This design comes from an exercise in tuning for small area and a short achievable clock period on the open sky130 flow, not from production work.
Function was checked by simulation only, so behaviour that the tests miss may differ from the original.
Power is estimated from default activity; no workload was simulated.

== P ==
==> flow/design.v (excerpt) <==
module fp_pipeline (
    input wire clk,
    input wire reset,
    input wire pipe_en,
    input wire [15:0] in_scalar,
    input wire [15:0] in_batch,
    input wire [8:0] in_waddr,
    input wire in_wen,
    input wire in_valid,
    output wire out_we,
    output wire [8:0] out_waddr,
    output wire [15:0] out_data
);
For scale: about 1100 cells after synthesis, roughly 72 I/O pins, about 12000 um^2 of cells after synthesis.
Settings: LEC_CHECK=0, CAP_MARGIN=20, CORE_MARGIN=2, CORE_UTILIZATION=60, CTS_BUF_LIST=sky130_fd_sc_hd__clkbuf_8, PLACE_DENSITY=0.8, SETUP_SLACK_MARGIN=3.2, SLEW_MARGIN=20, TNS_END_PERCENT=10; clock period 7.0 ns.
standard.sh (not shown) runs the stock make flow with config.mk's settings and CLKGATE_MAP_FILE= SYNTH_SCRIPT=/design/flow/synth_recipe.tcl, a recipe that flattens the netlist after the stock synthesis.
==> flow/flow/run.sh <==
#!/bin/bash
# The standard layout (the standard.sh, unchanged synthesis and steps),
# except that the buffers it puts on every input and output port are
# sky130_fd_sc_hd__buf_1 cells instead of the flow's default choice.
set -e
cd "$(dirname "$0")/.."
export BUFFER_PORTS_ARGS="-buffer_cell sky130_fd_sc_hd__buf_1"
bash standard.sh > standard.log 2>&1
Both conditions hold for P: the flow ran to the end and the final layout passed the timing, DRC and antenna checks.
diff inputs: P => Q
-- flow/config.mk --
<<< P, line 10
export CORE_UTILIZATION = 60
>>> Q, line 10
export CORE_UTILIZATION = 40
<<< P, line 12
export PLACE_DENSITY = 0.8
export SETUP_SLACK_MARGIN = 3.2
>>> Q, line 12
export SETUP_SLACK_MARGIN = 3.0
<<< P, line 15
export TNS_END_PERCENT = 10
>>> Q, line 14
==> comparison <==
Sort Q and P by maximum number of pins on one net before global-route repair, ascending, and Q comes first.
P → Q: global-route wire length before repair saw an increase, peak clock frequency supported by timing fell 0.0053 GHz.
Per-cell via count in the routed design: Q and P compared, higher one is P
Against P, Q comes in 1.3 points higher on fraction of final layout cells sized beyond drive strength 1.
On worst hold slack, Q and P are neck and neck.
When the final numbers for Q and P were put side by side, the via count turned out to be greater in P.
Internal power contribution deteriorates in Q relative to P.

========
Setup of build 94:
Starting RTL as in the previous note.
export LEC_CHECK = 0
export CAP_MARGIN = 20
export CORE_MARGIN = 2
export CORE_UTILIZATION = 60
export PLACE_DENSITY = 0.8
export SETUP_SLACK_MARGIN = 3.1
export SLEW_MARGIN = 20
create_clock -name core_clock -period 7.0 [get_ports {clk}]
Scripts as last shown in full above: flow/flow/run.sh
No stage failed in build 94, and the final checks on the layout all came back clean.
What build 31 does differently from build 94 at the input level:
diff --git a/flow/config.mk b/flow/config.mk
--- a/flow/config.mk
+++ b/flow/config.mk
@@ -8,6 +8,7 @@
 export CAP_MARGIN = 20
 export CORE_MARGIN = 2
-export CORE_UTILIZATION = 60
-export PLACE_DENSITY = 0.8
-export SETUP_SLACK_MARGIN = 3.1
+export CORE_UTILIZATION = 65
+export PLACE_DENSITY = 0.85
+export SETUP_SLACK_MARGIN = 3.2
 export SLEW_MARGIN = 20
+export TNS_END_PERCENT = 10
[summary]
Delay of the slowest cell on the worst path, build 94 and build 31, lower one = build 94. Looking at build 94 and build 31, the power spent charging and discharging nets is a wash. In build 31, worst setup slack is lower than in build 94. Between build 94 and build 31, the difference in number of library cell types mapped by synthesis is negligible.
Inputs modified between build 31 and build 82:
diff --git a/flow/config.mk b/flow/config.mk
--- a/flow/config.mk
+++ b/flow/config.mk
@@ -8,7 +8,5 @@
 export CAP_MARGIN = 20
 export CORE_MARGIN = 2
-export CORE_UTILIZATION = 65
-export PLACE_DENSITY = 0.85
-export SETUP_SLACK_MARGIN = 3.2
+export CORE_UTILIZATION = 40
+export SETUP_SLACK_MARGIN = 3.0
 export SLEW_MARGIN = 20
-export TNS_END_PERCENT = 10
==> comparison <==
- Build 82 | status: complete | timing, DRC, antenna: pass
- Sort build 82 and build 31 by switching power total asc -> top: build 82
- Build 82 vs. build 31: flip-flop and latch area did not really move, first-pass iteration count of the detailed router went up, fraction of the cycle the final worst path needs went down, layout overhead on the synthesized area went up.
Changes in build 37 relative to build 82:
diff --git a/flow/config.mk b/flow/config.mk
--- a/flow/config.mk
+++ b/flow/config.mk
@@ -8,5 +8,7 @@
 export CAP_MARGIN = 20
 export CORE_MARGIN = 2
-export CORE_UTILIZATION = 40
-export SETUP_SLACK_MARGIN = 3.0
+export CORE_UTILIZATION = 60
+export CTS_BUF_LIST = sky130_fd_sc_hd__clkbuf_8
+export PLACE_DENSITY = 0.8
+export SETUP_SLACK_MARGIN = 3.1
 export SLEW_MARGIN = 20
==> comparison <==
- As of build 37, first-pass GRT wire length had fallen by a few percent compared to build 82.
- Delta (build 37 minus build 82): detailed route wirelength on metal2 moved up; power after layout moved down; clock group share of total power moved down; final worst-path setup slack moved up; wire length moved down.
- Build 37 ended up with s4_fz[10] as its first element of the critical path; build 82 ended up with s4_fz[5].
- Build 82 ended up with more cell instances than build 37 did.
- Relative to build 82, utilization has increased by 23 points in build 37.

separate check: timing with driven ports:
The results above use ideal ports. As a check the final layouts listed here were re-extracted and re-timed, cells and wires unchanged. Step 1 (the two cells are an assumption about what drives the block):
set clk [get_ports {clk}]
set_driving_cell -lib_cell sky130_fd_sc_hd__clkbuf_16 $clk
set_driving_cell -lib_cell sky130_fd_sc_hd__buf_2 [delete_from_list [all_inputs] $clk]
Step 2 times the ports against the registers' clock, not the clock port: input delays grow and output delays shrink by t, the midpoint of the rising clock arrivals with the driver on. a / b / c = no drivers / after step 1 / after step 2; a / b = the first two.
| run | t, ns | setup slack, ns | latest minus earliest clock arrival (ns) | slew at the worst register clock pin (ns) | cell pins on the clock port's net |
|---|---|---|---|---|---|
| P | 0.495 | 3.037 / 3.037 / 3.037 | 0.017 / 0.017 | 0.11 / 0.11 | 1 |
| Q | 0.496 | 2.952 / 2.952 / 2.952 | 0.023 / 0.023 | 0.11 / 0.11 | 1 |
| build 94 | 0.474 | 3.080 / 3.080 / 3.080 | 0.011 / 0.012 | 0.08 / 0.08 | 1 |
| build 31 | 0.477 | 2.947 / 2.947 / 2.947 | 0.015 / 0.015 | 0.08 / 0.08 | 1 |
| build 82 | 0.465 | 3.027 / 3.027 / 3.027 | 0.013 / 0.014 | 0.08 / 0.08 | 1 |
| build 37 | 0.499 | 3.037 / 3.037 / 3.037 | 0.021 / 0.021 | 0.11 / 0.11 | 1 |
After both steps setup and hold are still met in every run listed.
